Source: an optimization exercise on an open RTL-to-GDS flow (aim: small area, a short achievable clock period and few clock cycles per item). Production flows keep margins and buffers that such runs may drop. No run shown here included a check of the RTL's function; only the layout flow was run. Power and IR drop assume default switching activity.

## flow/design.v (module list and top-level ports; edited modules follow where they fit)
// module DSP_CONV1D: 420 lines
// module conv_mul_s1: 1315 lines
// module conv_mul_s2: 193 lines
module DSP_CONV1D #(
    parameter AXI_DATA_WIDTH = 32,
    parameter AXI_ADDR_WIDTH = 5,  
    parameter DSP_DATA_WIDTH = 32,
    parameter MAX_CONV_LEN = 256,
    parameter MAX_KERNEL_LEN = 32
)(
    input  s_axi_clk,
    input  s_axi_resetn,  
    input  [AXI_ADDR_WIDTH-1:0] s_axi_awaddr,
    input  s_axi_awvalid,
    output reg s_axi_awready,
    input  [AXI_DATA_WIDTH-1:0] s_axi_wdata,
    input  [AXI_DATA_WIDTH/8-1:0] s_axi_wstrb,
    input  s_axi_wvalid,
    output reg s_axi_wready,
    output reg  s_axi_bvalid,
    input  s_axi_bready,
    output reg [1:0] s_axi_bresp,
    input  [AXI_ADDR_WIDTH-1:0] s_axi_araddr,
    input  s_axi_arvalid,
    output reg s_axi_arready,
    output reg [AXI_DATA_WIDTH-1:0] s_axi_rdata,
    output reg [1:0] s_axi_rresp,
    output reg s_axi_rvalid,
    input  s_axi_rready,
    output interrupt_o,
    output reg [DSP_DATA_WIDTH-1:0] dsp_mem_addr_o,
    input  [DSP_DATA_WIDTH-1:0] dsp_mem_rdata_i,
    output reg dsp_mem_req_o,
    input  dsp_mem_ack_i,
    output reg dsp_mem_we_o,
    output reg [DSP_DATA_WIDTH-1:0] dsp_mem_wdata_o
);
  // ...
==> flow/run.sh <==
#!/bin/bash
# synth_recipe.tcl (not shown) runs the flow's synth.tcl, then flattens the netlist and writes it again
# the make line also repeats each setting of config.mk as NAME=value (left out here)
make -C /OpenROAD-flow-scripts/flow DESIGN_CONFIG=/design/flow/config.mk WORK_HOME=/design/flow/orfs CLKGATE_MAP_FILE= SYNTH_SCRIPT=/design/flow/synth_recipe.tcl finish
==> flow/config.mk <==
export PLATFORM = sky130hd
export DESIGN_NAME = DSP_CONV1D
export DESIGN_NICKNAME = DSP_CONV1D
export VERILOG_FILES = /design/flow/design.v
export SDC_FILE = /design/flow/constraint.sdc
export NUM_CORES = 8
export LEC_CHECK = 0
export ABC_CLOCK_PERIOD_IN_PS = 3000
export CAP_MARGIN = 20
export CORE_MARGIN = 2
export CORE_UTILIZATION = 40
export SETUP_SLACK_MARGIN = 5
export SLEW_MARGIN = 20
==> flow/constraint.sdc <==
create_clock -name core_clock -period 9.0 [get_ports {s_axi_clk}]
set_input_delay 1.8000 -clock core_clock [delete_from_list [all_inputs] [get_ports {s_axi_clk}]]
set_output_delay 1.8000 -clock core_clock [all_outputs]
set_load 0.01 [all_outputs]
==> flow_summary.ini, run 1 <==
[timing]
maxSlewHeadroom_pct = 12.77
hold_viol_final = 0
fin_setup_tns_ns = 0
whs_ns = 0.3519

[global_route]
busiest_layer = met2
grt_util_met3_pct = 3.629
grt.total_usage_pct = 20.23
grt_max_degree = 158

[layout]
final_common_cell = edfxtp_1
fin_util_pct = 46.83
multi_input_comb_area_um2 = 25710
seq_share_pct = 41.68
n_sequential_cell = 977
n_antenna_cell = 6

[logic_synthesis]
yosysTopAreaCell = edfxtp_1
synth_top_flop_cell = edfxtp_1
yosysSeqAreaShare_pct = 48.33
synthCells = 4518
synth_top_family_by_area = adder cells
synth_cell_types = 79

[placement]
portBuffers = 185
hpwl_um = 92620

[pwr]
p_leak_nw = 25.74
p_int_w = 0.01215
vdd_drop_max_v = 0.0002070

[floorplanning]
rows = 134
initial_utilization_pct = 40.37

[clocking]
cts_sinks = 977
numCtsBuffers = 106
cts_root_buffer = clkbuf_16

[drt]
drt-met1-wl_um = 60360
antenna_left = 0
first_pass_iters = 8

[worst_setup_path]
worst_r2r_path_depth = 12
crit_path_end = s_axi_rdata[28]$_DFFE_PN0P_

[run_status]
status = finished clean

[hold_path]
worst_hold_path.endpoint = v1$_DFF_PN0_
==> module DSP_CONV1D, before the edit <==
module DSP_CONV1D #(
    parameter AXI_DATA_WIDTH = 32,
    parameter AXI_ADDR_WIDTH = 5,  
    parameter DSP_DATA_WIDTH = 32,
    parameter MAX_CONV_LEN = 256,
    parameter MAX_KERNEL_LEN = 32
)(
    input  s_axi_clk,
    input  s_axi_resetn,  
    input  [AXI_ADDR_WIDTH-1:0] s_axi_awaddr,
    input  s_axi_awvalid,
    output reg s_axi_awready,
    input  [AXI_DATA_WIDTH-1:0] s_axi_wdata,
    input  [AXI_DATA_WIDTH/8-1:0] s_axi_wstrb,
    input  s_axi_wvalid,
    output reg s_axi_wready,
    output reg  s_axi_bvalid,
    input  s_axi_bready,
    output reg [1:0] s_axi_bresp,
    input  [AXI_ADDR_WIDTH-1:0] s_axi_araddr,
    input  s_axi_arvalid,
    output reg s_axi_arready,
    output reg [AXI_DATA_WIDTH-1:0] s_axi_rdata,
    output reg [1:0] s_axi_rresp,
    output reg s_axi_rvalid,
    input  s_axi_rready,
    output interrupt_o,
    output reg [DSP_DATA_WIDTH-1:0] dsp_mem_addr_o,
    input  [DSP_DATA_WIDTH-1:0] dsp_mem_rdata_i,
    output reg dsp_mem_req_o,
    input  dsp_mem_ack_i,
    output reg dsp_mem_we_o,
    output reg [DSP_DATA_WIDTH-1:0] dsp_mem_wdata_o
);
    localparam P   = 4;    
    localparam LP  = 2;    
    localparam R   = 4;    
    localparam FD  = 3;    
    localparam WQD = 2;    
    localparam CTRL_REG_ADDR          = 5'h00;
    localparam STATUS_REG_ADDR        = 5'h04;
    localparam DATA_IN_ADDR_REG_ADDR  = 5'h08;
    localparam KERNEL_ADDR_REG_ADDR   = 5'h0C;
    localparam DATA_OUT_ADDR_REG_ADDR = 5'h10;
    localparam DATA_LEN_REG_ADDR      = 5'h14;
    localparam KERNEL_LEN_REG_ADDR    = 5'h18;
    reg interrupt_enable_r;
    reg busy_r;
    reg done_r;
    reg error_r;
    reg [31:0] data_in_addr_r;
    reg [31:0] kernel_addr_r;
    reg [31:0] data_out_addr_r;
    reg [31:0] data_len_r;
    reg [31:0] kernel_len_r;
    assign interrupt_o = (done_r || error_r) && interrupt_enable_r;
    wire axi_write_fire_w = s_axi_awvalid && s_axi_awready && s_axi_wvalid && s_axi_wready;
    wire axi_read_fire_w  = s_axi_arvalid && s_axi_arready;
    wire start_cmd_w = axi_write_fire_w && (s_axi_awaddr == CTRL_REG_ADDR) && s_axi_wdata[0] && !busy_r;
    wire status_read_w = axi_read_fire_w && (s_axi_araddr == STATUS_REG_ADDR);
    always @(posedge s_axi_clk or negedge s_axi_resetn) begin
        if (!s_axi_resetn) begin
            s_axi_awready <= 1'b0;
            s_axi_wready  <= 1'b0;
        end else begin
            if (axi_write_fire_w) begin
                s_axi_awready <= 1'b0;
                s_axi_wready  <= 1'b0;
            end else if (!s_axi_bvalid || s_axi_bready) begin
                s_axi_awready <= 1'b1;
                s_axi_wready  <= 1'b1;
            end
        end
    end
    always @(posedge s_axi_clk or negedge s_axi_resetn) begin
        if (!s_axi_resetn) begin
            interrupt_enable_r <= 1'b0;
            data_in_addr_r     <= 32'b0;
            kernel_addr_r      <= 32'b0;
            data_out_addr_r    <= 32'b0;
            data_len_r         <= 32'b0;
            kernel_len_r       <= 32'b0;
            s_axi_bvalid       <= 1'b0;
            s_axi_bresp        <= 2'b00;
        end else begin
            if (axi_write_fire_w) begin
                s_axi_bvalid <= 1'b1;
                s_axi_bresp  <= 2'b00;
                case (s_axi_awaddr)
                    CTRL_REG_ADDR:          interrupt_enable_r <= s_axi_wdata[1];
                    DATA_IN_ADDR_REG_ADDR:  data_in_addr_r  <= s_axi_wdata;
                    KERNEL_ADDR_REG_ADDR:   kernel_addr_r   <= s_axi_wdata;
                    DATA_OUT_ADDR_REG_ADDR: data_out_addr_r <= s_axi_wdata;
                    DATA_LEN_REG_ADDR:      data_len_r      <= s_axi_wdata;
                    KERNEL_LEN_REG_ADDR:    kernel_len_r    <= s_axi_wdata;
                    default: begin
                    end
                endcase
            end else if (s_axi_bready && s_axi_bvalid) begin
                s_axi_bvalid <= 1'b0;
            end
        end
    end
    always @(posedge s_axi_clk or negedge s_axi_resetn) begin
        if (!s_axi_resetn) begin
            s_axi_arready <= 1'b0;
        end else begin
            if (axi_read_fire_w) begin
                s_axi_arready <= 1'b0;
            end else if (!s_axi_rvalid || s_axi_rready) begin
                s_axi_arready <= 1'b1;
            end
        end
    end
    always @(posedge s_axi_clk or negedge s_axi_resetn) begin
        if (!s_axi_resetn) begin
            s_axi_rvalid <= 1'b0;
            s_axi_rresp  <= 2'b00;
            s_axi_rdata  <= 32'b0;
        end else begin
            if (axi_read_fire_w) begin
                s_axi_rvalid <= 1'b1;
                s_axi_rresp  <= 2'b00;
                case (s_axi_araddr)
                    CTRL_REG_ADDR:          s_axi_rdata <= {30'b0, interrupt_enable_r, 1'b0};
                    STATUS_REG_ADDR:        s_axi_rdata <= {29'b0, error_r, done_r, busy_r};
                    DATA_IN_ADDR_REG_ADDR:  s_axi_rdata <= data_in_addr_r;
                    KERNEL_ADDR_REG_ADDR:   s_axi_rdata <= kernel_addr_r;
                    DATA_OUT_ADDR_REG_ADDR: s_axi_rdata <= data_out_addr_r;
                    DATA_LEN_REG_ADDR:      s_axi_rdata <= data_len_r;
                    KERNEL_LEN_REG_ADDR:    s_axi_rdata <= kernel_len_r;
                    default:                s_axi_rdata <= 32'hDEADBEEF;
                endcase
            end else if (s_axi_rready && s_axi_rvalid) begin
                s_axi_rvalid <= 1'b0;
            end
        end
    end
    wire [31:0] len_diff_w = data_len_r - kernel_len_r;
    wire params_invalid_w = (kernel_len_r == 0) || (kernel_len_r > MAX_KERNEL_LEN) ||
                            (data_len_r < kernel_len_r) || (len_diff_w >= MAX_CONV_LEN);
    reg        inv_q;        
    reg [7:0]  nm1_q;        
    reg [5:0]  kl_q;         
    reg [8:0]  dlm1_q;       
    reg [7:0]  lasti_q;      
    reg [8:0]  nblk_q;       
    reg        small_q;      
    always @(posedge s_axi_clk) begin
        inv_q   <= params_invalid_w;
        nm1_q   <= len_diff_w[7:0];
        kl_q    <= kernel_len_r[5:0];
        dlm1_q  <= data_len_r[8:0] - 9'd1;
        small_q <= (nm1_q < P - 1);
        lasti_q <= (nm1_q < P - 1) ? 8'd0 : (nm1_q + 8'd1 - P);
        nblk_q  <= {1'b0, nm1_q >> LP} + 9'd1;
    end
    reg errp_q;      
    reg start_q;     
    wire finish_w;
    always @(posedge s_axi_clk or negedge s_axi_resetn) begin
        if (!s_axi_resetn) begin
            busy_r  <= 1'b0;
            done_r  <= 1'b0;
            error_r <= 1'b0;
            errp_q  <= 1'b0;
            start_q <= 1'b0;
        end else begin
            start_q <= start_cmd_w && !inv_q;
            if (start_cmd_w) begin
                busy_r  <= 1'b1;
                done_r  <= 1'b0;
                error_r <= 1'b0;
                errp_q  <= inv_q;
            end else begin
                if (finish_w || errp_q) begin
                    done_r  <= 1'b1;
                    error_r <= errp_q;
                    busy_r  <= 1'b0;
                    errp_q  <= 1'b0;
                end else if (status_read_w) begin
                    done_r  <= 1'b0;
                    error_r <= 1'b0;
                end
            end
        end
    end
    localparam FPW = (FD > 1) ? $clog2(FD) : 1;
    reg [31:0]    fifo [0:FD-1];
    reg [FPW:0]   f_cnt, f_res;
    reg [FPW-1:0] f_rp, f_wp;
    reg           f_avail_q, f_roomy_q;
    wire [31:0] f_head = fifo[f_rp];
    wire f_push = dsp_mem_req_o && dsp_mem_ack_i && !dsp_mem_we_o;
    wire f_pop;
    wire do_r;
    wire [FPW:0] f_cnt_n = f_cnt + f_push - f_pop;
    wire [FPW:0] f_res_n = f_res + do_r - f_pop;
    always @(posedge s_axi_clk) begin
        if (f_push) fifo[f_wp] <= dsp_mem_rdata_i;
    end
    always @(posedge s_axi_clk or negedge s_axi_resetn) begin
        if (!s_axi_resetn) begin
            f_cnt <= 0; f_res <= 0; f_rp <= 0; f_wp <= 0;
            f_avail_q <= 1'b0; f_roomy_q <= 1'b1;
        end else begin
            if (f_push) f_wp <= (f_wp == FD-1) ? 0 : f_wp + 1'b1;
            if (f_pop)  f_rp <= (f_rp == FD-1) ? 0 : f_rp + 1'b1;
            f_cnt <= f_cnt_n;
            f_res <= f_res_n;
            f_avail_q <= (f_cnt_n != 0);
            f_roomy_q <= (f_res_n < FD);
        end
    end
    localparam WPW = (WQD > 1) ? $clog2(WQD) : 1;
    reg [31:0]    wq   [0:WQD-1];
    reg           wqrw [0:WQD-1];
    reg [WPW:0]   wq_cnt;
    reg [WPW-1:0] wq_rp, wq_wp;
    reg           wq_ne_q;       
    reg           wcredit_q;     
    wire          wq_push;
    wire [31:0]   wq_din;
    wire          wq_din_rw;
    wire          do_w;
    wire [WPW:0]  wq_cnt_n = wq_cnt + wq_push - do_w;
    wire          w0_n;
    reg           v0, f0, w0, rw0;   
    reg           v1, f1, w1, rw1;
    always @(posedge s_axi_clk) begin
        if (wq_push) begin
            wq[wq_wp]   <= wq_din;
            wqrw[wq_wp] <= wq_din_rw;
        end
    end
    always @(posedge s_axi_clk or negedge s_axi_resetn) begin
        if (!s_axi_resetn) begin
            wq_cnt <= 0; wq_rp <= 0; wq_wp <= 0;
            wq_ne_q <= 1'b0; wcredit_q <= 1'b1;
        end else begin
            if (wq_push) wq_wp <= (wq_wp == WQD-1) ? 0 : wq_wp + 1'b1;
            if (do_w)    wq_rp <= (wq_rp == WQD-1) ? 0 : wq_rp + 1'b1;
            wq_cnt <= wq_cnt_n;
            wq_ne_q <= (wq_cnt_n != 0);
            wcredit_q <= (wq_cnt_n + w0 + w0_n < WQD);
        end
    end
    reg        r_act;      
    reg        r_k;        
    reg [LP:0] r_fill;     
    reg [5:0]  r_kidx;     
    reg [8:0]  r_nblk;     
    reg [7:0]  r_i;        
    reg [8:0]  rx_idx;     
    reg [8:0]  w_idx;      
    wire [7:0] r_inext = (r_nblk == 9'd2) ? lasti_q : r_i + P;
    wire r_grpend = (r_fill == 1);
    wire r_blkend = r_grpend && (r_kidx == kl_q);
    wire m_free = !dsp_mem_req_o || dsp_mem_ack_i;
    wire want_r = r_act && (f_roomy_q || f_pop);
    assign do_w = m_free && wq_ne_q;
    assign do_r = m_free && !wq_ne_q && want_r;
    wire        w_rw     = wqrw[wq_rp];
    wire [8:0]  w_idx_s  = w_rw ? {1'b0, lasti_q} : w_idx;
    wire [31:0] base_sel = wq_ne_q ? data_out_addr_r : (r_k ? kernel_addr_r : data_in_addr_r);
    wire [8:0]  idx_sel  = wq_ne_q ? w_idx_s : (r_k ? {3'b0, r_kidx} : rx_idx);
    wire [31:0] addr_nx  = base_sel + {23'd0, idx_sel};
    always @(posedge s_axi_clk or negedge s_axi_resetn) begin
        if (!s_axi_resetn) begin
            dsp_mem_req_o <= 1'b0;
            dsp_mem_we_o  <= 1'b0;
        end else if (m_free) begin
            dsp_mem_req_o <= wq_ne_q || want_r;
            dsp_mem_we_o  <= wq_ne_q;
        end
    end
    always @(posedge s_axi_clk) begin
        if (m_free) begin
            dsp_mem_addr_o  <= addr_nx;
            dsp_mem_wdata_o <= wq[wq_rp];
        end
        if (start_q) w_idx <= 9'd0;
        else if (do_w) w_idx <= w_idx_s + 9'd1;
    end
    always @(posedge s_axi_clk or negedge s_axi_resetn) begin
        if (!s_axi_resetn) begin
            r_act <= 1'b0;
        end else if (start_q) begin
            r_act <= 1'b1;
        end else if (do_r && !r_k && r_blkend && r_nblk == 9'd1) begin
            r_act <= 1'b0;
        end
    end
    always @(posedge s_axi_clk) begin
        if (start_q) begin
            r_k     <= 1'b1;
            r_kidx  <= 6'd0;
            r_nblk  <= nblk_q;
            r_i     <= 8'd0;
            rx_idx  <= 9'd0;
        end else if (do_r) begin
            if (r_k) begin
                r_kidx  <= r_kidx + 6'd1;
                r_k     <= 1'b0;
                r_fill  <= (r_kidx == 6'd0) ? P : 1;
            end else begin
                if (rx_idx != dlm1_q) rx_idx <= rx_idx + 9'd1;    
                r_fill <= r_fill - 1'b1;
                if (r_grpend) r_k <= 1'b1;
                if (r_blkend) begin                  
                    r_kidx  <= 6'd0;
                    r_nblk  <= r_nblk - 9'd1;
                    r_i     <= r_inext;
                    rx_idx  <= {1'b0, r_inext};
                end
            end
        end
    end
    reg st_kload, st_run, st_flush, st_drain;
    reg [5:0]    c_tap;
    reg [LP-1:0] c_slot;
    reg [8:0]    c_nblk;
    reg          c_first;    
    reg          t0, tl, s0, sl;    
    reg [31:0] a_q;          
    reg [31:0] k_q;          
    reg [31:0] dl [0:P-2];   
    wire need_f = t0 || s0 || sl;
    wire wr_op  = t0 && !c_first;
    wire iss_run = st_run && (!need_f || f_avail_q) && (!wr_op || wcredit_q);
    wire flush_wr = !small_q || ({1'b0, c_slot} <= nm1_q[LP:0]);
    wire iss_flush = st_flush && (!flush_wr || wcredit_q);
    wire iss_kload = st_kload && f_avail_q;
    assign f_pop = iss_kload || (iss_run && need_f);
    assign w0_n = (iss_run && wr_op) || (iss_flush && flush_wr);
    wire [31:0] x_in = (t0 || sl) ? f_head : dl[0];
    wire drained = !v0 && !v1 && (wq_cnt == 0) && !dsp_mem_req_o;
    assign finish_w = st_drain && drained;
    integer di;
    always @(posedge s_axi_clk) begin
        if (iss_kload || (iss_run && s0 && !t0)) k_q <= f_head;
        if (iss_run) begin
            a_q <= x_in;
            for (di = 0; di < P-2; di = di + 1) dl[di] <= dl[di+1];
            dl[P-2] <= x_in;
        end
    end
    always @(posedge s_axi_clk or negedge s_axi_resetn) begin
        if (!s_axi_resetn) begin
            st_kload <= 1'b0; st_run <= 1'b0; st_flush <= 1'b0; st_drain <= 1'b0;
            c_tap <= 6'd0; c_slot <= 0; c_nblk <= 9'd0; c_first <= 1'b0;
            t0 <= 1'b0; tl <= 1'b0; s0 <= 1'b0; sl <= 1'b0;
            v0 <= 1'b0; f0 <= 1'b0; w0 <= 1'b0; rw0 <= 1'b0;
            v1 <= 1'b0; f1 <= 1'b0; w1 <= 1'b0; rw1 <= 1'b0;
        end else begin
            v1 <= v0; f1 <= f0; w1 <= w0; rw1 <= rw0;
            v0 <= iss_run || iss_flush;
            f0 <= iss_run && t0;
            w0 <= w0_n;
            rw0 <= iss_flush && s0;
            if (start_q) begin
                st_kload <= 1'b1;
                c_nblk <= nblk_q;
                c_first <= 1'b1;
                c_tap <= 6'd0; c_slot <= 0;
                t0 <= 1'b1; tl <= (kl_q == 6'd1); s0 <= 1'b1; sl <= 1'b0;
            end
            if (iss_kload) begin
                st_kload <= 1'b0;
                st_run <= 1'b1;
            end
            if (iss_run || iss_flush) begin
                c_slot <= c_slot + 1'b1;
                s0 <= sl;
                sl <= (c_slot == P-2);
            end
            if (iss_run && sl) begin
                c_tap <= c_tap + 6'd1;
                t0 <= 1'b0;
                tl <= (c_tap + 6'd2 == kl_q);
                if (tl) begin                        
                    c_tap <= 6'd0;
                    t0 <= 1'b1;
                    tl <= (kl_q == 6'd1);
                    c_first <= 1'b0;
                    c_nblk <= c_nblk - 9'd1;
                    st_run <= 1'b0;
                    if (c_nblk == 9'd1) st_flush <= 1'b1;
                    else st_kload <= 1'b1;
                end
            end
            if (iss_flush && sl) begin
                st_flush <= 1'b0;
                st_drain <= 1'b1;
            end
            if (finish_w) st_drain <= 1'b0;
        end
    end
    wire [R*32-1:0] rows_w;
    reg  [R*32-1:0] rows_q;
    conv_mul_s1 u_s1 (.a(a_q), .b(k_q), .rows(rows_w));
    always @(posedge s_axi_clk) rows_q <= rows_w;
    reg  [31:0] ring [0:P-2];
    reg  [31:0] rcs0, rcs1;
    wire [31:0] acc_in = f1 ? 32'd0 : ring[0];
    wire [31:0] q0_w, q1_w;
    conv_mul_s2 u_s2 (.rows(rows_q), .acc(acc_in), .q0(q0_w), .q1(q1_w));
    integer ri;
    always @(posedge s_axi_clk) begin
        if (v1) begin
            for (ri = 0; ri < P-2; ri = ri + 1) ring[ri] <= ring[ri+1];
            ring[P-2] <= rcs0 + rcs1;
            rcs0 <= q0_w;
            rcs1 <= q1_w;
        end
    end
    assign wq_push   = v1 && w1;
    assign wq_din    = ring[0];
    assign wq_din_rw = rw1;
endmodule
==> inputs of run 2 (changes only) <==
--- a/flow/design.v
+++ b/flow/design.v
@@ -29,17 +29,17 @@
     input  [DSP_DATA_WIDTH-1:0] dsp_mem_rdata_i,
     output reg dsp_mem_req_o,
     input  dsp_mem_ack_i,
     output reg dsp_mem_we_o,
     output reg [DSP_DATA_WIDTH-1:0] dsp_mem_wdata_o
 );
     localparam P   = 4;    
     localparam LP  = 2;    
-    localparam R   = 4;    
+    localparam R   = 6;    
     localparam FD  = 3;    
     localparam WQD = 2;    
     localparam CTRL_REG_ADDR          = 5'h00;
     localparam STATUS_REG_ADDR        = 5'h04;
     localparam DATA_IN_ADDR_REG_ADDR  = 5'h08;
     localparam KERNEL_ADDR_REG_ADDR   = 5'h0C;
     localparam DATA_OUT_ADDR_REG_ADDR = 5'h10;
     localparam DATA_LEN_REG_ADDR      = 5'h14;
@@ -413,17 +413,17 @@
             rcs0 <= q0_w;
             rcs1 <= q1_w;
         end
     end
     assign wq_push   = v1 && w1;
     assign wq_din    = ring[0];
     assign wq_din_rw = rw1;
 endmodule
-module conv_mul_s1 (input [31:0] a, input [31:0] b, output [127:0] rows);
+module conv_mul_s1 (input [31:0] a, input [31:0] b, output [191:0] rows);
   wire p0_0 = a[0] & b[0];
   wire p0_1 = a[1] & b[0];
   wire p0_2 = a[2] & b[0];
   wire p0_3 = a[3] & b[0];
   wire p0_4 = a[4] & b[0];
   wire p0_5 = a[5] & b[0];
   wire p0_6 = a[6] & b[0];
   wire p0_7 = a[7] & b[0];
@@ -1618,127 +1618,19 @@
   wire s669 = (s511 & s513) | (s511 & s515) | (s513 & s515);
   wire s670 = s517 ^ s518 ^ s520;
   wire s671 = (s517 & s518) | (s517 & s520) | (s518 & s520);
   wire s672 = s522 ^ s524 ^ p30_0;
   wire s673 = (s522 & s524) | (s522 & p30_0) | (s524 & p30_0);
   wire s674 = s519 ^ s521 ^ s523;
   wire s675 = s525 ^ s526 ^ s527;
   wire s676 = s528 ^ s529 ^ p31_0;
-  wire s677 = p0_4 ^ p1_3;
-  wire s678 = p0_4 & p1_3;
-  wire s679 = p0_5 ^ p1_4 ^ p2_3;
-  wire s680 = (p0_5 & p1_4) | (p0_5 & p2_3) | (p1_4 & p2_3);
-  wire s681 = p3_2 ^ p4_1;
-  wire s682 = p3_2 & p4_1;
-  wire s683 = s530 ^ p2_4 ^ p3_3;
-  wire s684 = (s530 & p2_4) | (s530 & p3_3) | (p2_4 & p3_3);
-  wire s685 = p4_2 ^ p5_1 ^ p6_0;
-  wire s686 = (p4_2 & p5_1) | (p4_2 & p6_0) | (p5_1 & p6_0);
-  wire s687 = s531 ^ s532 ^ s534;
-  wire s688 = (s531 & s532) | (s531 & s534) | (s532 & s534);
-  wire s689 = p5_2 ^ p6_1 ^ p7_0;
-  wire s690 = (p5_2 & p6_1) | (p5_2 & p7_0) | (p6_1 & p7_0);
-  wire s691 = s533 ^ s535 ^ s536;
-  wire s692 = (s533 & s535) | (s533 & s536) | (s535 & s536);
-  wire s693 = s538 ^ s540 ^ p8_0;
-  wire s694 = (s538 & s540) | (s538 & p8_0) | (s540 & p8_0);
-  wire s695 = s537 ^ s539 ^ s541;
-  wire s696 = (s537 & s539) | (s537 & s541) | (s539 & s541);
-  wire s697 = s542 ^ s544 ^ s546;
-  wire s698 = (s542 & s544) | (s542 & s546) | (s544 & s546);
-  wire s699 = s543 ^ s545 ^ s547;
-  wire s700 = (s543 & s545) | (s543 & s547) | (s545 & s547);
-  wire s701 = s548 ^ s550 ^ s552;
-  wire s702 = (s548 & s550) | (s548 & s552) | (s550 & s552);
-  wire s703 = s549 ^ s551 ^ s553;
-  wire s704 = (s549 & s551) | (s549 & s553) | (s551 & s553);
-  wire s705 = s554 ^ s556 ^ s558;
-  wire s706 = (s554 & s556) | (s554 & s558) | (s556 & s558);
-  wire s707 = s555 ^ s557 ^ s559;
-  wire s708 = (s555 & s557) | (s555 & s559) | (s557 & s559);
-  wire s709 = s560 ^ s562 ^ s564;
-  wire s710 = (s560 & s562) | (s560 & s564) | (s562 & s564);
-  wire s711 = s561 ^ s563 ^ s565;
-  wire s712 = (s561 & s563) | (s561 & s565) | (s563 & s565);
-  wire s713 = s566 ^ s568 ^ s570;
-  wire s714 = (s566 & s568) | (s566 & s570) | (s568 & s570);
-  wire s715 = s567 ^ s569 ^ s571;
-  wire s716 = (s567 & s569) | (s567 & s571) | (s569 & s571);
-  wire s717 = s572 ^ s574 ^ s576;
-  wire s718 = (s572 & s574) | (s572 & s576) | (s574 & s576);
-  wire s719 = s573 ^ s575 ^ s577;
-  wire s720 = (s573 & s575) | (s573 & s577) | (s575 & s577);
-  wire s721 = s578 ^ s580 ^ s582;
-  wire s722 = (s578 & s580) | (s578 & s582) | (s580 & s582);
-  wire s723 = s579 ^ s581 ^ s583;
-  wire s724 = (s579 & s581) | (s579 & s583) | (s581 & s583);
-  wire s725 = s584 ^ s586 ^ s588;
-  wire s726 = (s584 & s586) | (s584 & s588) | (s586 & s588);
-  wire s727 = s585 ^ s587 ^ s589;
-  wire s728 = (s585 & s587) | (s585 & s589) | (s587 & s589);
-  wire s729 = s590 ^ s592 ^ s594;
-  wire s730 = (s590 & s592) | (s590 & s594) | (s592 & s594);
-  wire s731 = s591 ^ s593 ^ s595;
-  wire s732 = (s591 & s593) | (s591 & s595) | (s593 & s595);
-  wire s733 = s596 ^ s598 ^ s600;
-  wire s734 = (s596 & s598) | (s596 & s600) | (s598 & s600);
-  wire s735 = s597 ^ s599 ^ s601;
-  wire s736 = (s597 & s599) | (s597 & s601) | (s599 & s601);
-  wire s737 = s602 ^ s604 ^ s606;
-  wire s738 = (s602 & s604) | (s602 & s606) | (s604 & s606);
-  wire s739 = s603 ^ s605 ^ s607;
-  wire s740 = (s603 & s605) | (s603 & s607) | (s605 & s607);
-  wire s741 = s608 ^ s610 ^ s612;
-  wire s742 = (s608 & s610) | (s608 & s612) | (s610 & s612);
-  wire s743 = s609 ^ s611 ^ s613;
-  wire s744 = (s609 & s611) | (s609 & s613) | (s611 & s613);
-  wire s745 = s614 ^ s616 ^ s618;
-  wire s746 = (s614 & s616) | (s614 & s618) | (s616 & s618);
-  wire s747 = s615 ^ s617 ^ s619;
-  wire s748 = (s615 & s617) | (s615 & s619) | (s617 & s619);
-  wire s749 = s620 ^ s622 ^ s624;
-  wire s750 = (s620 & s622) | (s620 & s624) | (s622 & s624);
-  wire s751 = s621 ^ s623 ^ s625;
-  wire s752 = (s621 & s623) | (s621 & s625) | (s623 & s625);
-  wire s753 = s626 ^ s628 ^ s630;
-  wire s754 = (s626 & s628) | (s626 & s630) | (s628 & s630);
-  wire s755 = s627 ^ s629 ^ s631;
-  wire s756 = (s627 & s629) | (s627 & s631) | (s629 & s631);
-  wire s757 = s632 ^ s634 ^ s636;
-  wire s758 = (s632 & s634) | (s632 & s636) | (s634 & s636);
-  wire s759 = s633 ^ s635 ^ s637;
-  wire s760 = (s633 & s635) | (s633 & s637) | (s635 & s637);
-  wire s761 = s638 ^ s640 ^ s642;
-  wire s762 = (s638 & s640) | (s638 & s642) | (s640 & s642);
-  wire s763 = s639 ^ s641 ^ s643;
-  wire s764 = (s639 & s641) | (s639 & s643) | (s641 & s643);
-  wire s765 = s644 ^ s646 ^ s648;
-  wire s766 = (s644 & s646) | (s644 & s648) | (s646 & s648);
-  wire s767 = s645 ^ s647 ^ s649;
-  wire s768 = (s645 & s647) | (s645 & s649) | (s647 & s649);
-  wire s769 = s650 ^ s652 ^ s654;
-  wire s770 = (s650 & s652) | (s650 & s654) | (s652 & s654);
-  wire s771 = s651 ^ s653 ^ s655;
-  wire s772 = (s651 & s653) | (s651 & s655) | (s653 & s655);
-  wire s773 = s656 ^ s658 ^ s660;
-  wire s774 = (s656 & s658) | (s656 & s660) | (s658 & s660);
-  wire s775 = s657 ^ s659 ^ s661;
-  wire s776 = (s657 & s659) | (s657 & s661) | (s659 & s661);
-  wire s777 = s662 ^ s664 ^ s666;
-  wire s778 = (s662 & s664) | (s662 & s666) | (s664 & s666);
-  wire s779 = s663 ^ s665 ^ s667;
-  wire s780 = (s663 & s665) | (s663 & s667) | (s665 & s667);
-  wire s781 = s668 ^ s670 ^ s672;
-  wire s782 = (s668 & s670) | (s668 & s672) | (s670 & s672);
-  wire s783 = s669 ^ s671 ^ s673;
-  wire s784 = s674 ^ s675 ^ s676;
-  assign rows = {s784, s781, s777, s773, s769, s765, s761, s757, s753, s749, s745, s741, s737, s733, s729, s725, s721, s717, s713, s709, s705, s701, s697, s693, s689, s685, p5_0, p4_0, p3_0, 1'b0, 1'b0, 1'b0, s783, s779, s775, s771, s767, s763, s759, s755, s751, s747, s743, s739, s735, s731, s727, s723, s719, s715, s711, s707, s703, s699, s695, s691, s687, s683, s681, p3_1, p2_1, p2_0, 1'b0, 1'b0, s782, s778, s774, s770, s766, s762, s758, s754, s750, s746, s742, s738, s734, s730, s726, s722, s718, s714, s710, s706, s702, s698, s694, s690, s686, s682, s679, p2_2, p1_2, p1_1, p1_0, 1'b0, s780, s776, s772, s768, s764, s760, s756, s752, s748, s744, s740, s736, s732, s728, s724, s720, s716, s712, s708, s704, s700, s696, s692, s688, s684, s680, s678, s677, p0_3, p0_2, p0_1, p0_0};
+  assign rows = {s676, s672, s666, s660, s654, s648, s642, s636, s630, s624, s618, s612, s606, s600, s594, s588, s582, s576, s570, s564, s558, s552, s546, p8_0, p7_0, p6_0, p5_0, 1'b0, 1'b0, 1'b0, 1'b0, 1'b0, s675, s670, s664, s658, s652, s646, s640, s634, s628, s622, s616, s610, s604, s598, s592, s586, s580, s574, s568, s562, s556, s550, s544, s540, p6_1, p5_1, p4_1, p4_0, 1'b0, 1'b0, 1'b0, 1'b0, s674, s668, s662, s656, s650, s644, s638, s632, s626, s620, s614, s608, s602, s596, s590, s584, s578, s572, s566, s560, s554, s548, s542, s538, p5_2, p4_2, p3_2, p3_1, p3_0, 1'b0, 1'b0, 1'b0, s673, s667, s661, s655, s649, s643, s637, s631, s625, s619, s613, s607, s601, s595, s589, s583, s577, s571, s565, s559, s553, s547, s541, s536, s534, p3_3, p2_3, p2_2, p2_1, p2_0, 1'b0, 1'b0, s671, s665, s659, s653, s647, s641, s635, s629, s623, s617, s611, s605, s599, s593, s587, s581, s575, s569, s563, s557, s551, s545, s539, s535, s532, p2_4, p1_4, p1_3, p1_2, p1_1, p1_0, 1'b0, s669, s663, s657, s651, s645, s639, s633, s627, s621, s615, s609, s603, s597, s591, s585, s579, s573, s567, s561, s555, s549, s543, s537, s533, s531, s530, p0_5, p0_4, p0_3, p0_2, p0_1, p0_0};
 endmodule
-module conv_mul_s2 (input [127:0] rows, input [31:0] acc, output [31:0] q0, output [31:0] q1);
+module conv_mul_s2 (input [191:0] rows, input [31:0] acc, output [31:0] q0, output [31:0] q1);
   wire u1 = rows[0] ^ rows[32];
   wire u2 = rows[0] & rows[32];
   wire u3 = rows[1] ^ rows[33] ^ rows[65];
   wire u4 = (rows[1] & rows[33]) | (rows[1] & rows[65]) | (rows[33] & rows[65]);
   wire u5 = rows[2] ^ rows[34] ^ rows[66];
   wire u6 = (rows[2] & rows[34]) | (rows[2] & rows[66]) | (rows[34] & rows[66]);
   wire u7 = rows[3] ^ rows[35] ^ rows[67];
   wire u8 = (rows[3] & rows[35]) | (rows[3] & rows[67]) | (rows[35] & rows[67]);
@@ -1792,137 +1684,261 @@
   wire u56 = (rows[27] & rows[59]) | (rows[27] & rows[91]) | (rows[59] & rows[91]);
   wire u57 = rows[28] ^ rows[60] ^ rows[92];
   wire u58 = (rows[28] & rows[60]) | (rows[28] & rows[92]) | (rows[60] & rows[92]);
   wire u59 = rows[29] ^ rows[61] ^ rows[93];
   wire u60 = (rows[29] & rows[61]) | (rows[29] & rows[93]) | (rows[61] & rows[93]);
   wire u61 = rows[30] ^ rows[62] ^ rows[94];
   wire u62 = (rows[30] & rows[62]) | (rows[30] & rows[94]) | (rows[62] & rows[94]);
   wire u63 = rows[31] ^ rows[63] ^ rows[95];
-  wire u64 = u1 ^ rows[64];
-  wire u65 = u1 & rows[64];
+  wire u64 = u1 ^ rows[64] ^ rows[96];
+  wire u65 = (u1 & rows[64]) | (u1 & rows[96]) | (rows[64] & rows[96]);
   wire u66 = u2 ^ u3 ^ rows[97];
   wire u67 = (u2 & u3) | (u2 & rows[97]) | (u3 & rows[97]);
-  wire u68 = u4 ^ u5 ^ rows[98];
-  wire u69 = (u4 & u5) | (u4 & rows[98]) | (u5 & rows[98]);
-  wire u70 = u6 ^ u7 ^ rows[99];
-  wire u71 = (u6 & u7) | (u6 & rows[99]) | (u7 & rows[99]);
-  wire u72 = u8 ^ u9 ^ rows[100];
-  wire u73 = (u8 & u9) | (u8 & rows[100]) | (u9 & rows[100]);
-  wire u74 = u10 ^ u11 ^ rows[101];
-  wire u75 = (u10 & u11) | (u10 & rows[101]) | (u11 & rows[101]);
-  wire u76 = u12 ^ u13 ^ rows[102];
-  wire u77 = (u12 & u13) | (u12 & rows[102]) | (u13 & rows[102]);
-  wire u78 = u14 ^ u15 ^ rows[103];
-  wire u79 = (u14 & u15) | (u14 & rows[103]) | (u15 & rows[103]);
-  wire u80 = u16 ^ u17 ^ rows[104];
-  wire u81 = (u16 & u17) | (u16 & rows[104]) | (u17 & rows[104]);
-  wire u82 = u18 ^ u19 ^ rows[105];
-  wire u83 = (u18 & u19) | (u18 & rows[105]) | (u19 & rows[105]);
-  wire u84 = u20 ^ u21 ^ rows[106];
-  wire u85 = (u20 & u21) | (u20 & rows[106]) | (u21 & rows[106]);
-  wire u86 = u22 ^ u23 ^ rows[107];
-  wire u87 = (u22 & u23) | (u22 & rows[107]) | (u23 & rows[107]);
-  wire u88 = u24 ^ u25 ^ rows[108];
-  wire u89 = (u24 & u25) | (u24 & rows[108]) | (u25 & rows[108]);
-  wire u90 = u26 ^ u27 ^ rows[109];
-  wire u91 = (u26 & u27) | (u26 & rows[109]) | (u27 & rows[109]);
-  wire u92 = u28 ^ u29 ^ rows[110];
-  wire u93 = (u28 & u29) | (u28 & rows[110]) | (u29 & rows[110]);
-  wire u94 = u30 ^ u31 ^ rows[111];
-  wire u95 = (u30 & u31) | (u30 & rows[111]) | (u31 & rows[111]);
-  wire u96 = u32 ^ u33 ^ rows[112];
-  wire u97 = (u32 & u33) | (u32 & rows[112]) | (u33 & rows[112]);
-  wire u98 = u34 ^ u35 ^ rows[113];
-  wire u99 = (u34 & u35) | (u34 & rows[113]) | (u35 & rows[113]);
-  wire u100 = u36 ^ u37 ^ rows[114];
-  wire u101 = (u36 & u37) | (u36 & rows[114]) | (u37 & rows[114]);
-  wire u102 = u38 ^ u39 ^ rows[115];
-  wire u103 = (u38 & u39) | (u38 & rows[115]) | (u39 & rows[115]);
-  wire u104 = u40 ^ u41 ^ rows[116];
-  wire u105 = (u40 & u41) | (u40 & rows[116]) | (u41 & rows[116]);
-  wire u106 = u42 ^ u43 ^ rows[117];
-  wire u107 = (u42 & u43) | (u42 & rows[117]) | (u43 & rows[117]);
-  wire u108 = u44 ^ u45 ^ rows[118];
-  wire u109 = (u44 & u45) | (u44 & rows[118]) | (u45 & rows[118]);
-  wire u110 = u46 ^ u47 ^ rows[119];
-  wire u111 = (u46 & u47) | (u46 & rows[119]) | (u47 & rows[119]);
-  wire u112 = u48 ^ u49 ^ rows[120];
-  wire u113 = (u48 & u49) | (u48 & rows[120]) | (u49 & rows[120]);
-  wire u114 = u50 ^ u51 ^ rows[121];
-  wire u115 = (u50 & u51) | (u50 & rows[121]) | (u51 & rows[121]);
-  wire u116 = u52 ^ u53 ^ rows[122];
-  wire u117 = (u52 & u53) | (u52 & rows[122]) | (u53 & rows[122]);
-  wire u118 = u54 ^ u55 ^ rows[123];
-  wire u119 = (u54 & u55) | (u54 & rows[123]) | (u55 & rows[123]);
-  wire u120 = u56 ^ u57 ^ rows[124];
-  wire u121 = (u56 & u57) | (u56 & rows[124]) | (u57 & rows[124]);
-  wire u122 = u58 ^ u59 ^ rows[125];
-  wire u123 = (u58 & u59) | (u58 & rows[125]) | (u59 & rows[125]);
-  wire u124 = u60 ^ u61 ^ rows[126];
-  wire u125 = (u60 & u61) | (u60 & rows[126]) | (u61 & rows[126]);
-  wire u126 = u62 ^ u63 ^ rows[127];
-  wire u127 = u64 ^ rows[96];
-  wire u128 = u64 & rows[96];
-  wire u129 = u65 ^ u66 ^ acc[1];
-  wire u130 = (u65 & u66) | (u65 & acc[1]) | (u66 & acc[1]);
-  wire u131 = u67 ^ u68 ^ acc[2];
-  wire u132 = (u67 & u68) | (u67 & acc[2]) | (u68 & acc[2]);
-  wire u133 = u69 ^ u70 ^ acc[3];
-  wire u134 = (u69 & u70) | (u69 & acc[3]) | (u70 & acc[3]);
-  wire u135 = u71 ^ u72 ^ acc[4];
-  wire u136 = (u71 & u72) | (u71 & acc[4]) | (u72 & acc[4]);
-  wire u137 = u73 ^ u74 ^ acc[5];
-  wire u138 = (u73 & u74) | (u73 & acc[5]) | (u74 & acc[5]);
-  wire u139 = u75 ^ u76 ^ acc[6];
-  wire u140 = (u75 & u76) | (u75 & acc[6]) | (u76 & acc[6]);
-  wire u141 = u77 ^ u78 ^ acc[7];
-  wire u142 = (u77 & u78) | (u77 & acc[7]) | (u78 & acc[7]);
-  wire u143 = u79 ^ u80 ^ acc[8];
-  wire u144 = (u79 & u80) | (u79 & acc[8]) | (u80 & acc[8]);
-  wire u145 = u81 ^ u82 ^ acc[9];
-  wire u146 = (u81 & u82) | (u81 & acc[9]) | (u82 & acc[9]);
-  wire u147 = u83 ^ u84 ^ acc[10];
-  wire u148 = (u83 & u84) | (u83 & acc[10]) | (u84 & acc[10]);
-  wire u149 = u85 ^ u86 ^ acc[11];
-  wire u150 = (u85 & u86) | (u85 & acc[11]) | (u86 & acc[11]);
-  wire u151 = u87 ^ u88 ^ acc[12];
-  wire u152 = (u87 & u88) | (u87 & acc[12]) | (u88 & acc[12]);
-  wire u153 = u89 ^ u90 ^ acc[13];
-  wire u154 = (u89 & u90) | (u89 & acc[13]) | (u90 & acc[13]);
-  wire u155 = u91 ^ u92 ^ acc[14];
-  wire u156 = (u91 & u92) | (u91 & acc[14]) | (u92 & acc[14]);
-  wire u157 = u93 ^ u94 ^ acc[15];
-  wire u158 = (u93 & u94) | (u93 & acc[15]) | (u94 & acc[15]);
-  wire u159 = u95 ^ u96 ^ acc[16];
-  wire u160 = (u95 & u96) | (u95 & acc[16]) | (u96 & acc[16]);
-  wire u161 = u97 ^ u98 ^ acc[17];
-  wire u162 = (u97 & u98) | (u97 & acc[17]) | (u98 & acc[17]);
-  wire u163 = u99 ^ u100 ^ acc[18];
-  wire u164 = (u99 & u100) | (u99 & acc[18]) | (u100 & acc[18]);
-  wire u165 = u101 ^ u102 ^ acc[19];
-  wire u166 = (u101 & u102) | (u101 & acc[19]) | (u102 & acc[19]);
-  wire u167 = u103 ^ u104 ^ acc[20];
-  wire u168 = (u103 & u104) | (u103 & acc[20]) | (u104 & acc[20]);
-  wire u169 = u105 ^ u106 ^ acc[21];
-  wire u170 = (u105 & u106) | (u105 & acc[21]) | (u106 & acc[21]);
-  wire u171 = u107 ^ u108 ^ acc[22];
-  wire u172 = (u107 & u108) | (u107 & acc[22]) | (u108 & acc[22]);
-  wire u173 = u109 ^ u110 ^ acc[23];
-  wire u174 = (u109 & u110) | (u109 & acc[23]) | (u110 & acc[23]);
-  wire u175 = u111 ^ u112 ^ acc[24];
-  wire u176 = (u111 & u112) | (u111 & acc[24]) | (u112 & acc[24]);
-  wire u177 = u113 ^ u114 ^ acc[25];
-  wire u178 = (u113 & u114) | (u113 & acc[25]) | (u114 & acc[25]);
-  wire u179 = u115 ^ u116 ^ acc[26];
-  wire u180 = (u115 & u116) | (u115 & acc[26]) | (u116 & acc[26]);
-  wire u181 = u117 ^ u118 ^ acc[27];
-  wire u182 = (u117 & u118) | (u117 & acc[27]) | (u118 & acc[27]);
-  wire u183 = u119 ^ u120 ^ acc[28];
-  wire u184 = (u119 & u120) | (u119 & acc[28]) | (u120 & acc[28]);
-  wire u185 = u121 ^ u122 ^ acc[29];
-  wire u186 = (u121 & u122) | (u121 & acc[29]) | (u122 & acc[29]);
-  wire u187 = u123 ^ u124 ^ acc[30];
-  wire u188 = (u123 & u124) | (u123 & acc[30]) | (u124 & acc[30]);
-  wire u189 = u125 ^ u126 ^ acc[31];
-  assign q0 = {u188, u186, u184, u182, u180, u178, u176, u174, u172, u170, u168, u166, u164, u162, u160, u158, u156, u154, u152, u150, u148, u146, u144, u142, u140, u138, u136, u134, u132, u130, u128, u127};
-  assign q1 = {u189, u187, u185, u183, u181, u179, u177, u175, u173, u171, u169, u167, u165, u163, u161, u159, u157, u155, u153, u151, u149, u147, u145, u143, u141, u139, u137, u135, u133, u131, u129, acc[0]};
+  wire u68 = rows[129] ^ rows[161];
+  wire u69 = rows[129] & rows[161];
+  wire u70 = u4 ^ u5 ^ rows[98];
+  wire u71 = (u4 & u5) | (u4 & rows[98]) | (u5 & rows[98]);
+  wire u72 = rows[130] ^ rows[162] ^ acc[2];
+  wire u73 = (rows[130] & rows[162]) | (rows[130] & acc[2]) | (rows[162] & acc[2]);
+  wire u74 = u6 ^ u7 ^ rows[99];
+  wire u75 = (u6 & u7) | (u6 & rows[99]) | (u7 & rows[99]);
+  wire u76 = rows[131] ^ rows[163] ^ acc[3];
+  wire u77 = (rows[131] & rows[163]) | (rows[131] & acc[3]) | (rows[163] & acc[3]);
+  wire u78 = u8 ^ u9 ^ rows[100];
+  wire u79 = (u8 & u9) | (u8 & rows[100]) | (u9 & rows[100]);
+  wire u80 = rows[132] ^ rows[164] ^ acc[4];
+  wire u81 = (rows[132] & rows[164]) | (rows[132] & acc[4]) | (rows[164] & acc[4]);
+  wire u82 = u10 ^ u11 ^ rows[101];
+  wire u83 = (u10 & u11) | (u10 & rows[101]) | (u11 & rows[101]);
+  wire u84 = rows[133] ^ rows[165] ^ acc[5];
+  wire u85 = (rows[133] & rows[165]) | (rows[133] & acc[5]) | (rows[165] & acc[5]);
+  wire u86 = u12 ^ u13 ^ rows[102];
+  wire u87 = (u12 & u13) | (u12 & rows[102]) | (u13 & rows[102]);
+  wire u88 = rows[134] ^ rows[166] ^ acc[6];
+  wire u89 = (rows[134] & rows[166]) | (rows[134] & acc[6]) | (rows[166] & acc[6]);
+  wire u90 = u14 ^ u15 ^ rows[103];
+  wire u91 = (u14 & u15) | (u14 & rows[103]) | (u15 & rows[103]);
+  wire u92 = rows[135] ^ rows[167] ^ acc[7];
+  wire u93 = (rows[135] & rows[167]) | (rows[135] & acc[7]) | (rows[167] & acc[7]);
+  wire u94 = u16 ^ u17 ^ rows[104];
+  wire u95 = (u16 & u17) | (u16 & rows[104]) | (u17 & rows[104]);
+  wire u96 = rows[136] ^ rows[168] ^ acc[8];
+  wire u97 = (rows[136] & rows[168]) | (rows[136] & acc[8]) | (rows[168] & acc[8]);
+  wire u98 = u18 ^ u19 ^ rows[105];
+  wire u99 = (u18 & u19) | (u18 & rows[105]) | (u19 & rows[105]);
+  wire u100 = rows[137] ^ rows[169] ^ acc[9];
+  wire u101 = (rows[137] & rows[169]) | (rows[137] & acc[9]) | (rows[169] & acc[9]);
+  wire u102 = u20 ^ u21 ^ rows[106];
+  wire u103 = (u20 & u21) | (u20 & rows[106]) | (u21 & rows[106]);
+  wire u104 = rows[138] ^ rows[170] ^ acc[10];
+  wire u105 = (rows[138] & rows[170]) | (rows[138] & acc[10]) | (rows[170] & acc[10]);
+  wire u106 = u22 ^ u23 ^ rows[107];
+  wire u107 = (u22 & u23) | (u22 & rows[107]) | (u23 & rows[107]);
+  wire u108 = rows[139] ^ rows[171] ^ acc[11];
+  wire u109 = (rows[139] & rows[171]) | (rows[139] & acc[11]) | (rows[171] & acc[11]);
+  wire u110 = u24 ^ u25 ^ rows[108];
+  wire u111 = (u24 & u25) | (u24 & rows[108]) | (u25 & rows[108]);
+  wire u112 = rows[140] ^ rows[172] ^ acc[12];
+  wire u113 = (rows[140] & rows[172]) | (rows[140] & acc[12]) | (rows[172] & acc[12]);
+  wire u114 = u26 ^ u27 ^ rows[109];
+  wire u115 = (u26 & u27) | (u26 & rows[109]) | (u27 & rows[109]);
+  wire u116 = rows[141] ^ rows[173] ^ acc[13];
+  wire u117 = (rows[141] & rows[173]) | (rows[141] & acc[13]) | (rows[173] & acc[13]);
+  wire u118 = u28 ^ u29 ^ rows[110];
+  wire u119 = (u28 & u29) | (u28 & rows[110]) | (u29 & rows[110]);
+  wire u120 = rows[142] ^ rows[174] ^ acc[14];
+  wire u121 = (rows[142] & rows[174]) | (rows[142] & acc[14]) | (rows[174] & acc[14]);
+  wire u122 = u30 ^ u31 ^ rows[111];
+  wire u123 = (u30 & u31) | (u30 & rows[111]) | (u31 & rows[111]);
+  wire u124 = rows[143] ^ rows[175] ^ acc[15];
+  wire u125 = (rows[143] & rows[175]) | (rows[143] & acc[15]) | (rows[175] & acc[15]);
+  wire u126 = u32 ^ u33 ^ rows[112];
+  wire u127 = (u32 & u33) | (u32 & rows[112]) | (u33 & rows[112]);
+  wire u128 = rows[144] ^ rows[176] ^ acc[16];
+  wire u129 = (rows[144] & rows[176]) | (rows[144] & acc[16]) | (rows[176] & acc[16]);
+  wire u130 = u34 ^ u35 ^ rows[113];
+  wire u131 = (u34 & u35) | (u34 & rows[113]) | (u35 & rows[113]);
+  wire u132 = rows[145] ^ rows[177] ^ acc[17];
+  wire u133 = (rows[145] & rows[177]) | (rows[145] & acc[17]) | (rows[177] & acc[17]);
+  wire u134 = u36 ^ u37 ^ rows[114];
+  wire u135 = (u36 & u37) | (u36 & rows[114]) | (u37 & rows[114]);
+  wire u136 = rows[146] ^ rows[178] ^ acc[18];
+  wire u137 = (rows[146] & rows[178]) | (rows[146] & acc[18]) | (rows[178] & acc[18]);
+  wire u138 = u38 ^ u39 ^ rows[115];
+  wire u139 = (u38 & u39) | (u38 & rows[115]) | (u39 & rows[115]);
+  wire u140 = rows[147] ^ rows[179] ^ acc[19];
+  wire u141 = (rows[147] & rows[179]) | (rows[147] & acc[19]) | (rows[179] & acc[19]);
+  wire u142 = u40 ^ u41 ^ rows[116];
+  wire u143 = (u40 & u41) | (u40 & rows[116]) | (u41 & rows[116]);
+  wire u144 = rows[148] ^ rows[180] ^ acc[20];
+  wire u145 = (rows[148] & rows[180]) | (rows[148] & acc[20]) | (rows[180] & acc[20]);
+  wire u146 = u42 ^ u43 ^ rows[117];
+  wire u147 = (u42 & u43) | (u42 & rows[117]) | (u43 & rows[117]);
+  wire u148 = rows[149] ^ rows[181] ^ acc[21];
+  wire u149 = (rows[149] & rows[181]) | (rows[149] & acc[21]) | (rows[181] & acc[21]);
+  wire u150 = u44 ^ u45 ^ rows[118];
+  wire u151 = (u44 & u45) | (u44 & rows[118]) | (u45 & rows[118]);
+  wire u152 = rows[150] ^ rows[182] ^ acc[22];
+  wire u153 = (rows[150] & rows[182]) | (rows[150] & acc[22]) | (rows[182] & acc[22]);
+  wire u154 = u46 ^ u47 ^ rows[119];
+  wire u155 = (u46 & u47) | (u46 & rows[119]) | (u47 & rows[119]);
+  wire u156 = rows[151] ^ rows[183] ^ acc[23];
+  wire u157 = (rows[151] & rows[183]) | (rows[151] & acc[23]) | (rows[183] & acc[23]);
+  wire u158 = u48 ^ u49 ^ rows[120];
+  wire u159 = (u48 & u49) | (u48 & rows[120]) | (u49 & rows[120]);
+  wire u160 = rows[152] ^ rows[184] ^ acc[24];
+  wire u161 = (rows[152] & rows[184]) | (rows[152] & acc[24]) | (rows[184] & acc[24]);
+  wire u162 = u50 ^ u51 ^ rows[121];
+  wire u163 = (u50 & u51) | (u50 & rows[121]) | (u51 & rows[121]);
+  wire u164 = rows[153] ^ rows[185] ^ acc[25];
+  wire u165 = (rows[153] & rows[185]) | (rows[153] & acc[25]) | (rows[185] & acc[25]);
+  wire u166 = u52 ^ u53 ^ rows[122];
+  wire u167 = (u52 & u53) | (u52 & rows[122]) | (u53 & rows[122]);
+  wire u168 = rows[154] ^ rows[186] ^ acc[26];
+  wire u169 = (rows[154] & rows[186]) | (rows[154] & acc[26]) | (rows[186] & acc[26]);
+  wire u170 = u54 ^ u55 ^ rows[123];
+  wire u171 = (u54 & u55) | (u54 & rows[123]) | (u55 & rows[123]);
+  wire u172 = rows[155] ^ rows[187] ^ acc[27];
+  wire u173 = (rows[155] & rows[187]) | (rows[155] & acc[27]) | (rows[187] & acc[27]);
+  wire u174 = u56 ^ u57 ^ rows[124];
+  wire u175 = (u56 & u57) | (u56 & rows[124]) | (u57 & rows[124]);
+  wire u176 = rows[156] ^ rows[188] ^ acc[28];
+  wire u177 = (rows[156] & rows[188]) | (rows[156] & acc[28]) | (rows[188] & acc[28]);
+  wire u178 = u58 ^ u59 ^ rows[125];
+  wire u179 = (u58 & u59) | (u58 & rows[125]) | (u59 & rows[125]);
+  wire u180 = rows[157] ^ rows[189] ^ acc[29];
+  wire u181 = (rows[157] & rows[189]) | (rows[157] & acc[29]) | (rows[189] & acc[29]);
+  wire u182 = u60 ^ u61 ^ rows[126];
+  wire u183 = (u60 & u61) | (u60 & rows[126]) | (u61 & rows[126]);
+  wire u184 = rows[158] ^ rows[190] ^ acc[30];
+  wire u185 = (rows[158] & rows[190]) | (rows[158] & acc[30]) | (rows[190] & acc[30]);
+  wire u186 = u62 ^ u63 ^ rows[127];
+  wire u187 = rows[159] ^ rows[191] ^ acc[31];
+  wire u188 = u64 ^ rows[128];
+  wire u189 = u64 & rows[128];
+  wire u190 = u65 ^ u66 ^ u68;
+  wire u191 = (u65 & u66) | (u65 & u68) | (u66 & u68);
+  wire u192 = u67 ^ u69 ^ u70;
+  wire u193 = (u67 & u69) | (u67 & u70) | (u69 & u70);
+  wire u194 = u71 ^ u73 ^ u74;
+  wire u195 = (u71 & u73) | (u71 & u74) | (u73 & u74);
+  wire u196 = u75 ^ u77 ^ u78;
+  wire u197 = (u75 & u77) | (u75 & u78) | (u77 & u78);
+  wire u198 = u79 ^ u81 ^ u82;
+  wire u199 = (u79 & u81) | (u79 & u82) | (u81 & u82);
+  wire u200 = u83 ^ u85 ^ u86;
+  wire u201 = (u83 & u85) | (u83 & u86) | (u85 & u86);
+  wire u202 = u87 ^ u89 ^ u90;
+  wire u203 = (u87 & u89) | (u87 & u90) | (u89 & u90);
+  wire u204 = u91 ^ u93 ^ u94;
+  wire u205 = (u91 & u93) | (u91 & u94) | (u93 & u94);
+  wire u206 = u95 ^ u97 ^ u98;
+  wire u207 = (u95 & u97) | (u95 & u98) | (u97 & u98);
+  wire u208 = u99 ^ u101 ^ u102;
+  wire u209 = (u99 & u101) | (u99 & u102) | (u101 & u102);
+  wire u210 = u103 ^ u105 ^ u106;
+  wire u211 = (u103 & u105) | (u103 & u106) | (u105 & u106);
+  wire u212 = u107 ^ u109 ^ u110;
+  wire u213 = (u107 & u109) | (u107 & u110) | (u109 & u110);
+  wire u214 = u111 ^ u113 ^ u114;
+  wire u215 = (u111 & u113) | (u111 & u114) | (u113 & u114);
+  wire u216 = u115 ^ u117 ^ u118;
+  wire u217 = (u115 & u117) | (u115 & u118) | (u117 & u118);
+  wire u218 = u119 ^ u121 ^ u122;
+  wire u219 = (u119 & u121) | (u119 & u122) | (u121 & u122);
+  wire u220 = u123 ^ u125 ^ u126;
+  wire u221 = (u123 & u125) | (u123 & u126) | (u125 & u126);
+  wire u222 = u127 ^ u129 ^ u130;
+  wire u223 = (u127 & u129) | (u127 & u130) | (u129 & u130);
+  wire u224 = u131 ^ u133 ^ u134;
+  wire u225 = (u131 & u133) | (u131 & u134) | (u133 & u134);
+  wire u226 = u135 ^ u137 ^ u138;
+  wire u227 = (u135 & u137) | (u135 & u138) | (u137 & u138);
+  wire u228 = u139 ^ u141 ^ u142;
+  wire u229 = (u139 & u141) | (u139 & u142) | (u141 & u142);
+  wire u230 = u143 ^ u145 ^ u146;
+  wire u231 = (u143 & u145) | (u143 & u146) | (u145 & u146);
+  wire u232 = u147 ^ u149 ^ u150;
+  wire u233 = (u147 & u149) | (u147 & u150) | (u149 & u150);
+  wire u234 = u151 ^ u153 ^ u154;
+  wire u235 = (u151 & u153) | (u151 & u154) | (u153 & u154);
+  wire u236 = u155 ^ u157 ^ u158;
+  wire u237 = (u155 & u157) | (u155 & u158) | (u157 & u158);
+  wire u238 = u159 ^ u161 ^ u162;
+  wire u239 = (u159 & u161) | (u159 & u162) | (u161 & u162);
+  wire u240 = u163 ^ u165 ^ u166;
+  wire u241 = (u163 & u165) | (u163 & u166) | (u165 & u166);
+  wire u242 = u167 ^ u169 ^ u170;
+  wire u243 = (u167 & u169) | (u167 & u170) | (u169 & u170);
+  wire u244 = u171 ^ u173 ^ u174;
+  wire u245 = (u171 & u173) | (u171 & u174) | (u173 & u174);
+  wire u246 = u175 ^ u177 ^ u178;
+  wire u247 = (u175 & u177) | (u175 & u178) | (u177 & u178);
+  wire u248 = u179 ^ u181 ^ u182;
+  wire u249 = (u179 & u181) | (u179 & u182) | (u181 & u182);
+  wire u250 = u183 ^ u185 ^ u186;
+  wire u251 = u188 ^ rows[160];
+  wire u252 = u188 & rows[160];
+  wire u253 = u189 ^ u190 ^ acc[1];
+  wire u254 = (u189 & u190) | (u189 & acc[1]) | (u190 & acc[1]);
+  wire u255 = u191 ^ u192 ^ u72;
+  wire u256 = (u191 & u192) | (u191 & u72) | (u192 & u72);
+  wire u257 = u193 ^ u194 ^ u76;
+  wire u258 = (u193 & u194) | (u193 & u76) | (u194 & u76);
+  wire u259 = u195 ^ u196 ^ u80;
+  wire u260 = (u195 & u196) | (u195 & u80) | (u196 & u80);
+  wire u261 = u197 ^ u198 ^ u84;
+  wire u262 = (u197 & u198) | (u197 & u84) | (u198 & u84);
+  wire u263 = u199 ^ u200 ^ u88;
+  wire u264 = (u199 & u200) | (u199 & u88) | (u200 & u88);
+  wire u265 = u201 ^ u202 ^ u92;
+  wire u266 = (u201 & u202) | (u201 & u92) | (u202 & u92);
+  wire u267 = u203 ^ u204 ^ u96;
+  wire u268 = (u203 & u204) | (u203 & u96) | (u204 & u96);
+  wire u269 = u205 ^ u206 ^ u100;
+  wire u270 = (u205 & u206) | (u205 & u100) | (u206 & u100);
+  wire u271 = u207 ^ u208 ^ u104;
+  wire u272 = (u207 & u208) | (u207 & u104) | (u208 & u104);
+  wire u273 = u209 ^ u210 ^ u108;
+  wire u274 = (u209 & u210) | (u209 & u108) | (u210 & u108);
+  wire u275 = u211 ^ u212 ^ u112;
+  wire u276 = (u211 & u212) | (u211 & u112) | (u212 & u112);
+  wire u277 = u213 ^ u214 ^ u116;
+  wire u278 = (u213 & u214) | (u213 & u116) | (u214 & u116);
+  wire u279 = u215 ^ u216 ^ u120;
+  wire u280 = (u215 & u216) | (u215 & u120) | (u216 & u120);
+  wire u281 = u217 ^ u218 ^ u124;
+  wire u282 = (u217 & u218) | (u217 & u124) | (u218 & u124);
+  wire u283 = u219 ^ u220 ^ u128;
+  wire u284 = (u219 & u220) | (u219 & u128) | (u220 & u128);
+  wire u285 = u221 ^ u222 ^ u132;
+  wire u286 = (u221 & u222) | (u221 & u132) | (u222 & u132);
+  wire u287 = u223 ^ u224 ^ u136;
+  wire u288 = (u223 & u224) | (u223 & u136) | (u224 & u136);
+  wire u289 = u225 ^ u226 ^ u140;
+  wire u290 = (u225 & u226) | (u225 & u140) | (u226 & u140);
+  wire u291 = u227 ^ u228 ^ u144;
+  wire u292 = (u227 & u228) | (u227 & u144) | (u228 & u144);
+  wire u293 = u229 ^ u230 ^ u148;
+  wire u294 = (u229 & u230) | (u229 & u148) | (u230 & u148);
+  wire u295 = u231 ^ u232 ^ u152;
+  wire u296 = (u231 & u232) | (u231 & u152) | (u232 & u152);
+  wire u297 = u233 ^ u234 ^ u156;
+  wire u298 = (u233 & u234) | (u233 & u156) | (u234 & u156);
+  wire u299 = u235 ^ u236 ^ u160;
+  wire u300 = (u235 & u236) | (u235 & u160) | (u236 & u160);
+  wire u301 = u237 ^ u238 ^ u164;
+  wire u302 = (u237 & u238) | (u237 & u164) | (u238 & u164);
+  wire u303 = u239 ^ u240 ^ u168;
+  wire u304 = (u239 & u240) | (u239 & u168) | (u240 & u168);
+  wire u305 = u241 ^ u242 ^ u172;
+  wire u306 = (u241 & u242) | (u241 & u172) | (u242 & u172);
+  wire u307 = u243 ^ u244 ^ u176;
+  wire u308 = (u243 & u244) | (u243 & u176) | (u244 & u176);
+  wire u309 = u245 ^ u246 ^ u180;
+  wire u310 = (u245 & u246) | (u245 & u180) | (u246 & u180);
+  wire u311 = u247 ^ u248 ^ u184;
+  wire u312 = (u247 & u248) | (u247 & u184) | (u248 & u184);
+  wire u313 = u249 ^ u250 ^ u187;
+  assign q0 = {u312, u310, u308, u306, u304, u302, u300, u298, u296, u294, u292, u290, u288, u286, u284, u282, u280, u278, u276, u274, u272, u270, u268, u266, u264, u262, u260, u258, u256, u254, u252, u251};
+  assign q1 = {u313, u311, u309, u307, u305, u303, u301, u299, u297, u295, u293, u291, u289, u287, u285, u283, u281, u279, u277, u275, u273, u271, u269, u267, u265, u263, u261, u259, u257, u255, u253, acc[0]};
 endmodule
==> flow_summary.ini, run 2 <==
[worst_setup_path]
reg2reg_from = k_q[1]$_DFFE_PP_
start_kind = flop
worst_r2r_path_depth = 10
path_buf_inv = 4
cp_top_family = adder cells
path_cells = buf_6 > nand2_1 > fa_1 > inv_1 > fa_1 > inv_1 > fa_1 > inv_1 > fa_1 > fa_1
r2r_slack_ns = 5.09
required_ns = 9.56
crit_top_cell = fa_1

[timing]
skew_ns = 0.03796
worstMarginPinSlew_ns = 1.015
rsz0062_at_grt = false
post-route-period-util_pct = 43.50
hold_viol_final = 0
whs_ns = 0.3586
maxSlewHeadroom_pct = 32.27
fin_setup_tns_ns = 0

[pwr]
p_int_w = 0.01264
pwr-share-comb_pct = 38.8
vdd_drop_max_v = 0.0001878
p_leak_nw = 25.97
p_seq_share_pct = 37.0

[logic_synthesis]
ys_seq_elements = 1032
synthArstFlopShare_pct = 24.90
synth-compound-area-share_pct = 6.108
synth-xor-area-share_pct = 3.099
synth_cell_types = 81
syn_area_um2 = 55110
yosysTopAreaCell = edfxtp_1
yosysSeqAreaShare_pct = 49.37
ys_warn_count = 3
synth_most_common_cell = inv_1
synthCells = 4607
synth_top_flop_cell = edfxtp_1
synth-edff-count = 525
synth_top_family_by_area = adder cells

[floorplanning]
initial_utilization_pct = 40.18
die_y_um = 375.2
rows = 136
die_area_um2 = 140800
die_w_um = 375.2
ios = 194

[clocking]
clockBufferDepth = 3
cts_tree = done
cts_root_buffer = clkbuf_16
clock_latency_ns = 0.73
numCtsBuffers = 109
cts_sinks = 1032

[layout]
drive_gt1_share_pct = 10.85
largest_register_ffs = 177
area_growth_pct = 14.81
final_cell_mix = inv_1, edfxtp_1, fa_1
final_common_cell = inv_1
regMostFlops = rows_q

[placement]
hpwl_um = 90900
portBuffers = 185
gp_congestion = 0.8939

[global_route]
grt.total_usage_pct = 19.16
grt_pass1_vias = 35080
grt_first_pass_wirelength_um = 207900
overflow = 0
grt_max_degree = 114
antenna_found_initial = 7

[drt]
viasPerCell = 5.086
post_drt_wl_per_cell_um = 20.01
first_pass_iters = 7
antenna_left = 0
drc = 0
drt-initial-drc-count = 2267

[run_status]
status = finished clean

[hold_path]
worst_hold_path.endpoint = rw1$_DFF_PN0_
-- run 2: changes by cell type after synthesis, moves of 14 or more --
cell / previous run / this run
dfxtp_1: 195 / 250
a21oi_1: 137 / 168
mux2i_1: 90 / 123
a22oi_1: 36 / 10
mux2_2: 220 / 201
o21a_1: 39 / 10
nor2_1: 160 / 199
inv_1: 526 / 540
-- run 2: cells by family after synthesis --
group                    Yosys count
adder cells (fa/ha/maj)          574
AO/OA/AOI/OAI                    549
other                              1
flip-flops                      1032
buffers and inverters            738
multiplexers                     324
AND/OR/NAND/NOR                 1194
XOR/XNOR                         195
-- run 2: worst max-delay path by stage --
stage,slack (ns),startpoint,cells past startpoint,end
4_1_cts,5.01,wq_ne_q$_DFF_PN0_,16,dsp_mem_addr_o[31]$_DFFE_PN_
6_report,5.09,k_q[1]$_DFFE_PP_,10,rows_q[190]$_DFF_P_
5_1_grt,5.00,wq_rp$_DFFE_PN0P_,17,dsp_mem_addr_o[31]$_DFFE_PN_
2_1_floorplan,3.66,wcredit_q$_DFF_PN1_,14,f_roomy_q$_DFF_PN1_
3_5_place_dp,4.18,dsp_mem_ack_i,9,f_avail_q$_DFF_PN0_
3_3_place_gp,4.17,dsp_mem_ack_i,9,f_avail_q$_DFF_PN0_
-- run 2: power by group through the flow --
stage               Combinational (W)  Sequential (W)  Clock (W)
global placement              0.00742         0.00729          0
finish                        0.00757         0.00723    0.00471
CTS                           0.00771         0.00724    0.00483
floorplan                     0.00526         0.00711          0
detailed placement            0.00760         0.00732          0
global route                  0.00870         0.00734    0.00500
-- run 2: layout make-up --
| cell class | count | area (µm²) | share of cell area, % |
|---|---|---|---|
| Antenna cell | 3 | 7.507 | 0.01187 |
| Multi-Input combinational cell | 2840 | 25490 | 40.28 |
| Clock inverter | 47 | 598.1 | 0.9453 |
| Inverter | 543 | 2047 | 3.235 |
| Clock buffer | 159 | 3199 | 5.057 |
| Tap cell | 1794 | 2245 | 3.548 |
| Timing Repair Buffer | 255 | 2471 | 3.906 |
| Sequential cell | 1032 | 27210 | 43.01 |
-- run 2: through the flow --
step | cell area, µm² | setup WS (ns) | total power [W] | std cells | utilization (%)
final | 63270 | 5.085 | 0.01951 | 6673 | 46.13
after global routing | 63270 | 4.996 | 0.02105 | 6673 | 46.13
after CTS | 63140 | 5.011 | 0.01978 | 6667 | 46.04
after detailed placement | 59170 | 4.184 | 0.01493 | 6451 | 43.14
after global placement | 59170 | 4.167 | 0.01471 | 6451 | 43.14
after floorplan | 55380 | 3.660 | 0.01237 | 4610 | -
-- run 2: repair_timing --
item,in CTS,in global routing
endpoints found under the setup margin,46,19
gates resized for setup,17,17
pin swaps,2,1
endpoints found under the hold margin,0,0
buffers inserted,8,2
cloned,2,0
-- run 2: routing by layer --
layer  vias up  share of wire (%)  GRT usage, %
met3       231                4.6         2.672
met5         -              0.020             0
met2       853                 48         32.13
li1      15660                  -             -
met4         4                3.2         6.471
met1     17200                 44         25.59

[static timing again, ports no longer ideal]
How much do the figures lean on ideal ports? The routed layouts below were timed once more, with nothing changed but the port constraints. Step 1: set_driving_cell puts a clkbuf_16 on s_axi_clk and a buf_2 on each other input, an assumption about the parent block. Step 2, shift: input delay + t, output delay - t, t = (earliest + latest rising clock arrival at the registers) / 2. This alone moves slack from input paths to output paths. Slacks: no drivers / after step 1 / after step 2; pairs: no drivers / after step 1.
run	t, ns	slack for setup (ns)	hold slack, ns	worst setup path at the end	worst register clock-pin slew, ns
run 1	0.764	5.015 / 5.019 / 4.302	0.352 / 0.352 / 0.352	input to register	0.07 / 0.07
run 2	0.790	5.085 / 5.085 / 4.509	0.359 / 0.359 / 0.359	input to register	0.07 / 0.07
After both steps every run listed still meets setup and hold. For run 1, which loses most, drivers alone change the setup slack by +0.004 ns; drivers and shift together by -0.713 ns.
